This is an optimization exercise on Yosys and OpenROAD, whose aim is small area, not a production implementation. At most, simulation tests tie the RTL to the original design; equivalence was not proved. The clock port is modelled as an ideal driver; clocking choices that lean on that would not hold on a real chip. No activity file was given, so power comes from the tool's default toggle rates.

==> flow/design.v <==
module topLevel (input start, stop, clr, countDown, timeSet, lap, clk, reset,
                 output [3:0] an, output [0:6] seg, output dp, output [2:0] stateOut);
	reg [2:0] st;
	reg [9:0] div;        
	reg [10:0] scan;      
	reg [3:0] mins, ones, tenths;
	reg [2:0] tens;
	reg [3:0] dMins, dOnes, dTenths;    
	reg [2:0] dTens;
	wire sZero = ~st[2] & ~st[1] & ~st[0];
	wire sFlash = st[2] & ~st[1];
	wire sJog = st[2] & st[1] & st[0];
	wire counting = st[1] ^ st[0];           
	wire slowTick = ~div[9] & (&div[8:0]);
	wire fastTick = ~div[9] & ~div[7] & (&div[6:0]);
	always @(posedge clk)
		if (reset | (div[9] & div[6] & div[5] & div[1])) div <= 10'd0;
		else div <= div + 10'd1;
	always @(posedge clk)
		if (reset) scan <= 11'd0;
		else scan <= scan + 11'd1;
	wire up = st[2] ? ~countDown : st[0];
	wire c = reset | (sZero & slowTick);
	wire step = (sJog & start & fastTick) | (counting & slowTick);
	wire [3:0] pT = ~(tenths ^ {4{up}});
	wire [3:0] pO = ~(ones ^ {4{up}});
	wire [3:0] pM = ~(mins ^ {4{up}});
	wire wT = pT[3] & pT[2];
	wire wO = pO[3] & pO[2];
	wire wM = pM[3] & pM[2];
	wire wS = up ? (tens == 3'd0) : (tens == 3'd3);
	wire sT = step;
	wire sO = sT & wT;
	wire sS = sO & wO;
	wire sM = sS & wS;
	wire [3:0] nTenths = c ? 4'd3 : tenths ^ ({4{sT}} & {(pT[0] & pT[1] & pT[2]) | wT, (pT[0] & pT[1]) | wT, pT[0] | wT, 1'b1});
	wire [3:0] nOnes = c ? 4'd3 : ones ^ ({4{sO}} & {(pO[0] & pO[1] & pO[2]) | wO, (pO[0] & pO[1]) | wO, pO[0] | wO, 1'b1});
	wire [3:0] nMins = c ? 4'd3 : mins ^ ({4{sM}} & {(pM[0] & pM[1] & pM[2]) | wM, (pM[0] & pM[1]) | wM, pM[0] | wM, 1'b1});
	wire [2:0] tensStep = up ? (wS ? 3'd3 : tens + 3'd1) : (wS ? 3'd0 : tens - 3'd1);
	wire [2:0] nTens = c ? 3'd3 : sS ? tensStep : tens;
	always @(posedge clk) begin
		tenths <= nTenths;
		ones <= nOnes;
		tens <= nTens;
		mins <= nMins;
	end
	wire f = wT & wO & wS & wM;
	wire ts = timeSet, sa = start, sp = stop, cd = countDown, cl = clr, lp = lap;
	wire s2 = st[2], s1 = st[1], s0 = st[0];
	reg [2:0] nst;
	always @(*)
		case (st)
			3'd0: nst = {ts, ts | (sa & cd), ts | (sa & ~cd)};
			3'd1: nst = {f | lp, ~f & (lp | sp), ~f & ~lp};
			3'd2: nst = {f, ~f, ~f & sp};
			3'd3: nst = {~cl & ts, ~cl & (ts | ~sa | cd), ~cl & (ts | ~sa | ~cd)};
			3'd4: nst = {~sa & ~sp, sa & cd, sa & ~cd};
			3'd5: nst = {~sa, 1'b1, 1'b1};
			3'd6: nst = {~sa, ~sa | cd, sa & ~cd};
			default: nst = {ts, 1'b1, 1'b1};
		endcase
	wire [2:0] nstR = reset ? 3'd0 : nst;
	always @(posedge clk)
		st <= nstR;
	wire nLap = nstR == 3'd6;
	always @(posedge clk)
		if (!nLap) begin
			dTenths <= nTenths;
			dOnes <= nOnes;
			dTens <= nTens;
			dMins <= nMins;
		end
	wire blank = sFlash & scan[10];
	wire [3:0] sel = {4{~sFlash}} & (4'b0001 << scan[5:4]);
	wire [3:0] h = ({4{sel[3]}} & dMins) | ({4{sel[2]}} & {~(|dTens), dTens}) |
	               ({4{sel[1]}} & dOnes) | ({4{sel[0]}} & dTenths);
	assign an = blank ? 4'b1111 : ~(4'b0001 << scan[5:4]);
	assign dp = ~(scan[4] & ~blank);
	reg [0:6] dec;
	always @(*)
		case (h)
			4'd3: dec = 7'b000_0001;
			4'd4: dec = 7'b100_1111;
			4'd5: dec = 7'b001_0010;
			4'd6: dec = 7'b000_0110;
			4'd7: dec = 7'b100_1100;
			4'd8: dec = 7'b010_0100;
			4'd9: dec = 7'b010_0000;
			4'd10: dec = 7'b000_1111;
			4'd11: dec = 7'b000_0000;
			4'd12: dec = 7'b000_0100;
			default: dec = 7'b000_0001;
		endcase
	assign seg = dec;
	assign stateOut = st;
endmodule
Settings: LEC_CHECK=0, CAP_MARGIN=20, CORE_MARGIN=2, CORE_UTILIZATION=60, SLEW_MARGIN=20; clock period 6.0 ns.
standard.sh (not shown) runs the stock make flow with config.mk's settings and CLKGATE_MAP_FILE= SYNTH_SCRIPT=/design/flow/synth_recipe.tcl, a recipe that flattens the netlist after the stock synthesis.
==> flow/flow/run.sh <==
#!/bin/bash
# The standard layout with these changes: synthesis maps with the abc script in
# flow/area.abc and without adder cells; ports get buf_1 buffers; the clock port drives
# three clkbuf_8 buffers, each feeding a group of nearby registers (flow/pre_cts.tcl).
set -euo pipefail
W=$(pwd)
bash standard.sh SYNTH_SCRIPT=$W/flow/synth.tcl AREA_ABC_SCRIPT=$W/flow/area.abc ADDER_MAP_FILE= \
  "BUFFER_PORTS_ARGS=-buffer_cell sky130_fd_sc_hd__buf_1" \
  PRE_CTS_TCL=$W/flow/pre_cts.tcl ONE_CLKBUF=sky130_fd_sc_hd__clkbuf_8 ONE_CLKBUF_N=3 \
  finish > $W/standard.log 2>&1
Other scripts of this flow, unchanged in this note and not shown: flow/flow/area.abc, flow/flow/pre_cts.tcl, flow/flow/synth.tcl
Edit:
--- a/flow/design.v
+++ b/flow/design.v
@@ -52,13 +52,13 @@
 		case (st)
 			3'd0: nst = {ts, ts | (sa & cd), ts | (sa & ~cd)};
 			3'd1: nst = {f | lp, ~f & (lp | sp), ~f & ~lp};
 			3'd2: nst = {f, ~f, ~f & sp};
 			3'd3: nst = {~cl & ts, ~cl & (ts | ~sa | cd), ~cl & (ts | ~sa | ~cd)};
 			3'd4: nst = {~sa & ~sp, sa & cd, sa & ~cd};
-			3'd5: nst = {~sa, 1'b1, 1'b1};
+			3'd5: nst = {ts, sa & cd, sa & ~cd};
 			3'd6: nst = {~sa, ~sa | cd, sa & ~cd};
 			default: nst = {ts, 1'b1, 1'b1};
 		endcase
 	wire [2:0] nstR = reset ? 3'd0 : nst;
 	always @(posedge clk)
 		st <= nstR;
=>
- routed wire length goes up slightly
- total power decreases by a few percent
- utilization came out lower by 0.38 points
- via count fell slightly
- worst setup slack gets worse by 0.31 ns
- clock skew came out lower by 0.0091 ns
- global-route usage rose by 1.0 points
- area after synthesis falls slightly
- combinational power went down by roughly a tenth
- sequential power barely changes
- cell area shrinks slightly

---

topLevel, a different RTL version from the one above (not shown whole).
For scale: ~260 cells after synthesis, roughly 23 I/O pins, about 0.0024 mm2 of cells after synthesis.
## topLevel
module topLevel (input start, stop, clr, countDown, timeSet, lap, clk, reset,
                 output [3:0] an, output [0:6] seg, output dp, output [2:0] stateOut);
	reg [2:0] st;
	reg [9:0] div;        
	reg [10:0] scan;      
	reg [3:0] mins, ones, tenths;
	reg [2:0] tens;
	reg [3:0] dMins, dOnes, dTenths;    
	reg [2:0] dTens;
	wire sZero = ~st[2] & ~st[1] & ~st[0];
	wire sFlash = st[2] & ~st[1];
	wire sJog = st[2] & st[1] & st[0];
	wire counting = st[1] ^ st[0];           
	wire slowTick = ~div[9] & (&div[8:0]);
	wire fastTick = ~div[9] & ~div[7] & (&div[6:0]);
	always @(posedge clk)
		if (reset | (div[9] & div[6] & div[5] & div[1])) div <= 10'd0;
		else div <= div + 10'd1;
	always @(posedge clk)
		if (reset) scan <= 11'd0;
		else scan <= scan + 11'd1;
	wire up = st[2] ? ~countDown : st[0];
	wire c = reset | (sZero & slowTick);
	wire step = (sJog & start & fastTick) | (counting & slowTick);
	wire [3:0] pT = ~(tenths ^ {4{up}});
	wire [3:0] pO = ~(ones ^ {4{up}});
	wire [2:0] pS = ~(tens ^ {3{up}});
	wire [3:0] pM = ~(mins ^ {4{up}});
	wire wT = pT[0] & (up ? tenths[3] : (pT[1] & pT[2] & pT[3]));
	wire wO = pO[0] & (up ? ones[3] : (pO[1] & pO[2] & pO[3]));
	wire wS = pS[0] & (up ? tens[2] : (pS[1] & pS[2]));
	wire wM = pM[0] & (up ? mins[3] : (pM[1] & pM[2] & pM[3]));
	wire sT = step;
	wire sO = sT & wT;
	wire sS = sO & wO;
	wire sM = sS & wS;
	wire [3:0] nTenths = c ? 4'd0 : tenths ^ ({4{sT}} & {(pT[0] & pT[1] & pT[2]) | wT, pT[0] & pT[1] & ~wT, pT[0] & ~wT, 1'b1});
	wire [3:0] nOnes = c ? 4'd0 : ones ^ ({4{sO}} & {(pO[0] & pO[1] & pO[2]) | wO, pO[0] & pO[1] & ~wO, pO[0] & ~wO, 1'b1});
  ...
==> module topLevel, before the edit <==
module topLevel (input start, stop, clr, countDown, timeSet, lap, clk, reset,
                 output [3:0] an, output [0:6] seg, output dp, output [2:0] stateOut);
	reg [2:0] st;
	reg [9:0] div;        
	reg [10:0] scan;      
	reg [3:0] mins, ones, tenths;
	reg [2:0] tens;
	reg [3:0] dMins, dOnes, dTenths;    
	reg [2:0] dTens;
	wire sZero = ~st[2] & ~st[1] & ~st[0];
	wire sFlash = st[2] & ~st[1];
	wire sJog = st[2] & st[1] & st[0];
	wire counting = st[1] ^ st[0];           
	wire slowTick = ~div[9] & (&div[8:0]);
	wire fastTick = ~div[9] & ~div[7] & (&div[6:0]);
	always @(posedge clk)
		if (reset | (div[9] & div[6] & div[5] & div[1])) div <= 10'd0;
		else div <= div + 10'd1;
	always @(posedge clk)
		if (reset) scan <= 11'd0;
		else scan <= scan + 11'd1;
	wire up = st[2] ? ~countDown : st[0];
	wire c = reset | (sZero & slowTick);
	wire step = (sJog & start & fastTick) | (counting & slowTick);
	wire [3:0] pT = ~(tenths ^ {4{up}});
	wire [3:0] pO = ~(ones ^ {4{up}});
	wire [2:0] pS = ~(tens ^ {3{up}});
	wire [3:0] pM = ~(mins ^ {4{up}});
	wire wT = pT[0] & (up ? tenths[3] : (pT[1] & pT[2] & pT[3]));
	wire wO = pO[0] & (up ? ones[3] : (pO[1] & pO[2] & pO[3]));
	wire wS = pS[0] & (up ? tens[2] : (pS[1] & pS[2]));
	wire wM = pM[0] & (up ? mins[3] : (pM[1] & pM[2] & pM[3]));
	wire sT = step;
	wire sO = sT & wT;
	wire sS = sO & wO;
	wire sM = sS & wS;
	wire [3:0] nTenths = c ? 4'd0 : tenths ^ ({4{sT}} & {(pT[0] & pT[1] & pT[2]) | wT, pT[0] & pT[1] & ~wT, pT[0] & ~wT, 1'b1});
	wire [3:0] nOnes = c ? 4'd0 : ones ^ ({4{sO}} & {(pO[0] & pO[1] & pO[2]) | wO, pO[0] & pO[1] & ~wO, pO[0] & ~wO, 1'b1});
	wire [2:0] nTens = c ? 3'd0 : tens ^ ({3{sS}} & {(pS[0] & pS[1]) | wS, pS[0] & ~wS, 1'b1});
	wire [3:0] nMins = c ? 4'd0 : mins ^ ({4{sM}} & {(pM[0] & pM[1] & pM[2]) | wM, pM[0] & pM[1] & ~wM, pM[0] & ~wM, 1'b1});
	always @(posedge clk) begin
		tenths <= nTenths;
		ones <= nOnes;
		tens <= nTens;
		mins <= nMins;
	end
	wire f = wT & wO & wS & wM;
	wire ts = timeSet, sa = start, sp = stop, cd = countDown, cl = clr, lp = lap;
	wire s2 = st[2], s1 = st[1], s0 = st[0];
	reg [2:0] nst;
	always @(*)
		case (st)
			3'd0: nst = {ts, ts | (sa & cd), ts | (sa & ~cd)};
			3'd1: nst = {f | lp, ~f & (lp | sp), ~f & ~lp};
			3'd2: nst = {f, ~f, ~f & sp};
			3'd3: nst = {~cl & ts, ~cl & (ts | ~sa | cd), ~cl & (ts | ~sa | ~cd)};
			3'd4: nst = {~sa & ~sp, sa & cd, sa & ~cd};
			3'd5: nst = {ts, sa & cd, sa & ~cd};
			3'd6: nst = {~sa, ~sa | cd, sa & ~cd};
			default: nst = {ts, 1'b1, 1'b1};
		endcase
	wire [2:0] nstR = reset ? 3'd0 : nst;
	always @(posedge clk)
		st <= nstR;
	wire nLap = nstR == 3'd6;
	always @(posedge clk)
		if (!nLap) begin
			dTenths <= nTenths;
			dOnes <= nOnes;
			dTens <= nTens;
			dMins <= nMins;
		end
	wire blank = sFlash & scan[10];
	reg [3:0] hexVal;
	always @(*)
		case (scan[5:4])
			2'b11: hexVal = dMins;
			2'b10: hexVal = {1'b0, dTens};
			2'b01: hexVal = dOnes;
			default: hexVal = dTenths;
		endcase
	assign an = blank ? 4'b1111 : ~(4'b0001 << scan[5:4]);
	assign dp = ~(scan[4] & ~blank);
	wire [3:0] h = sFlash ? 4'd0 : hexVal;
	reg [0:6] dec;
	always @(*)
		case (h)
			4'd0: dec = 7'b000_0001;
			4'd1: dec = 7'b100_1111;
			4'd2: dec = 7'b001_0010;
			4'd3: dec = 7'b000_0110;
			4'd4: dec = 7'b100_1100;
			4'd5: dec = 7'b010_0100;
			4'd6: dec = 7'b010_0000;
			4'd7: dec = 7'b000_1111;
			4'd8: dec = 7'b000_0000;
			default: dec = 7'b000_0100;
		endcase
	assign seg = dec;
	assign stateOut = st;
endmodule
==> flow/config.mk <==
export PLATFORM = sky130hd
export DESIGN_NAME = topLevel
export DESIGN_NICKNAME = topLevel
export VERILOG_FILES = /design/flow/design.v
export SDC_FILE = /design/flow/constraint.sdc
export NUM_CORES = 4
export LEC_CHECK = 0
export CAP_MARGIN = 20
export CORE_MARGIN = 2
export CORE_UTILIZATION = 60
export SLEW_MARGIN = 20
==> flow/constraint.sdc <==
create_clock -name core_clock -period 6.0 [get_ports {clk}]
set_input_delay 1.2000 -clock core_clock [delete_from_list [all_inputs] [get_ports {clk}]]
set_output_delay 1.2000 -clock core_clock [all_outputs]
set_load 0.01 [all_outputs]
==> flow/flow/run.sh <==
#!/bin/bash
# The standard layout with these changes: synthesis maps with the abc script in
# flow/area.abc and without adder cells; ports get buf_1 buffers; the clock port drives
# four clkbuf_8 buffers, each feeding a group of nearby registers (flow/pre_cts.tcl).
set -euo pipefail
W=$(pwd)
bash standard.sh SYNTH_SCRIPT=$W/flow/synth.tcl AREA_ABC_SCRIPT=$W/flow/area.abc ADDER_MAP_FILE= \
  "BUFFER_PORTS_ARGS=-buffer_cell sky130_fd_sc_hd__buf_1" \
  PRE_CTS_TCL=$W/flow/pre_cts.tcl ONE_CLKBUF=sky130_fd_sc_hd__clkbuf_8 ONE_CLKBUF_N=4 \
  finish > $W/standard.log 2>&1
Other scripts of this flow, unchanged in this note and not shown: flow/flow/area.abc, flow/flow/pre_cts.tcl, flow/flow/synth.tcl
Next try:
--- a/flow/design.v
+++ b/flow/design.v
@@ -25,18 +25,18 @@
 	wire [3:0] pT = ~(tenths ^ {4{up}});
 	wire [3:0] pO = ~(ones ^ {4{up}});
-	wire [2:0] pS = ~(tens ^ {3{up}});
 	wire [3:0] pM = ~(mins ^ {4{up}});
-	wire wT = pT[0] & (up ? tenths[3] : (pT[1] & pT[2] & pT[3]));
-	wire wO = pO[0] & (up ? ones[3] : (pO[1] & pO[2] & pO[3]));
-	wire wS = pS[0] & (up ? tens[2] : (pS[1] & pS[2]));
-	wire wM = pM[0] & (up ? mins[3] : (pM[1] & pM[2] & pM[3]));
+	wire wT = pT[3] & pT[2];
+	wire wO = pO[3] & pO[2];
+	wire wM = pM[3] & pM[2];
+	wire wS = up ? (tens == 3'd0) : (tens == 3'd3);
 	wire sT = step;
 	wire sO = sT & wT;
 	wire sS = sO & wO;
 	wire sM = sS & wS;
-	wire [3:0] nTenths = c ? 4'd0 : tenths ^ ({4{sT}} & {(pT[0] & pT[1] & pT[2]) | wT, pT[0] & pT[1] & ~wT, pT[0] & ~wT, 1'b1});
-	wire [3:0] nOnes = c ? 4'd0 : ones ^ ({4{sO}} & {(pO[0] & pO[1] & pO[2]) | wO, pO[0] & pO[1] & ~wO, pO[0] & ~wO, 1'b1});
-	wire [2:0] nTens = c ? 3'd0 : tens ^ ({3{sS}} & {(pS[0] & pS[1]) | wS, pS[0] & ~wS, 1'b1});
-	wire [3:0] nMins = c ? 4'd0 : mins ^ ({4{sM}} & {(pM[0] & pM[1] & pM[2]) | wM, pM[0] & pM[1] & ~wM, pM[0] & ~wM, 1'b1});
+	wire [3:0] nTenths = c ? 4'd3 : tenths ^ ({4{sT}} & {(pT[0] & pT[1] & pT[2]) | wT, (pT[0] & pT[1]) | wT, pT[0] | wT, 1'b1});
+	wire [3:0] nOnes = c ? 4'd3 : ones ^ ({4{sO}} & {(pO[0] & pO[1] & pO[2]) | wO, (pO[0] & pO[1]) | wO, pO[0] | wO, 1'b1});
+	wire [3:0] nMins = c ? 4'd3 : mins ^ ({4{sM}} & {(pM[0] & pM[1] & pM[2]) | wM, (pM[0] & pM[1]) | wM, pM[0] | wM, 1'b1});
+	wire [2:0] tensStep = up ? (wS ? 3'd3 : tens + 3'd1) : (wS ? 3'd0 : tens - 3'd1);
+	wire [2:0] nTens = c ? 3'd3 : sS ? tensStep : tens;
 	always @(posedge clk) begin
 		tenths <= nTenths;
@@ -72,28 +72,23 @@
 		end
 	wire blank = sFlash & scan[10];
-	reg [3:0] hexVal;
-	always @(*)
-		case (scan[5:4])
-			2'b11: hexVal = dMins;
-			2'b10: hexVal = {1'b0, dTens};
-			2'b01: hexVal = dOnes;
-			default: hexVal = dTenths;
-		endcase
+	wire [3:0] sel = {4{~sFlash}} & (4'b0001 << scan[5:4]);
+	wire [3:0] h = ({4{sel[3]}} & dMins) | ({4{sel[2]}} & {~(|dTens), dTens}) |
+	               ({4{sel[1]}} & dOnes) | ({4{sel[0]}} & dTenths);
 	assign an = blank ? 4'b1111 : ~(4'b0001 << scan[5:4]);
 	assign dp = ~(scan[4] & ~blank);
-	wire [3:0] h = sFlash ? 4'd0 : hexVal;
 	reg [0:6] dec;
 	always @(*)
 		case (h)
-			4'd0: dec = 7'b000_0001;
-			4'd1: dec = 7'b100_1111;
-			4'd2: dec = 7'b001_0010;
-			4'd3: dec = 7'b000_0110;
-			4'd4: dec = 7'b100_1100;
-			4'd5: dec = 7'b010_0100;
-			4'd6: dec = 7'b010_0000;
-			4'd7: dec = 7'b000_1111;
-			4'd8: dec = 7'b000_0000;
-			default: dec = 7'b000_0100;
+			4'd3: dec = 7'b000_0001;
+			4'd4: dec = 7'b100_1111;
+			4'd5: dec = 7'b001_0010;
+			4'd6: dec = 7'b000_0110;
+			4'd7: dec = 7'b100_1100;
+			4'd8: dec = 7'b010_0100;
+			4'd9: dec = 7'b010_0000;
+			4'd10: dec = 7'b000_1111;
+			4'd11: dec = 7'b000_0000;
+			4'd12: dec = 7'b000_0100;
+			default: dec = 7'b000_0001;
 		endcase
 	assign seg = dec;
=> Worst hold slack improves by 0.0077 ns; via count falls by 0.94%; routed wire length drops by 2.5%; worst setup slack degrades by 0.011 ns; power fell by about 1.1%; sequential share of layout area came out higher by 0.32 points; design area went down by 0.67%.
The RTL of the first run of this note was laid out without a check of its function.

static timing again, ports no longer ideal:
The flow's constraints put no driver on any port. The routed layouts listed below were extracted and timed again, unchanged, in two steps.
Step 1, drivers: a clkbuf_16 drives clk and a buf_2 each remaining input, both assumed.
Step 2 times the ports against the registers' clock, not the clock port: input delays grow and output delays shrink by t, the midpoint of the rising clock arrivals with the driver on.
Slacks: ideal / step 1 / step 2; pairs: ideal / step 1.
run | shift t [ns] | slack for setup (ns) | latest minus earliest clock arrival (ns) | worst register clock-pin slew, ns
the first run of note 1 | 0.205 | 2.157 / 2.114 / 2.012 | 0.016 / 0.017 | 0.12 / 0.12
the second run of note 1 | 0.204 | 1.848 / 1.875 / 1.671 | 0.008 / 0.007 | 0.10 / 0.10
the first run of note 2 | 0.197 | 1.836 / 1.863 / 1.666 | 0.009 / 0.009 | 0.09 / 0.09
the second run of note 2 | 0.195 | 1.826 / 1.861 / 1.666 | 0.008 / 0.008 | 0.08 / 0.08
After both steps setup and hold are still met in every run listed. For the second run of note 1, which loses most, drivers alone change the setup slack by +0.027 ns; drivers and shift together by -0.177 ns.
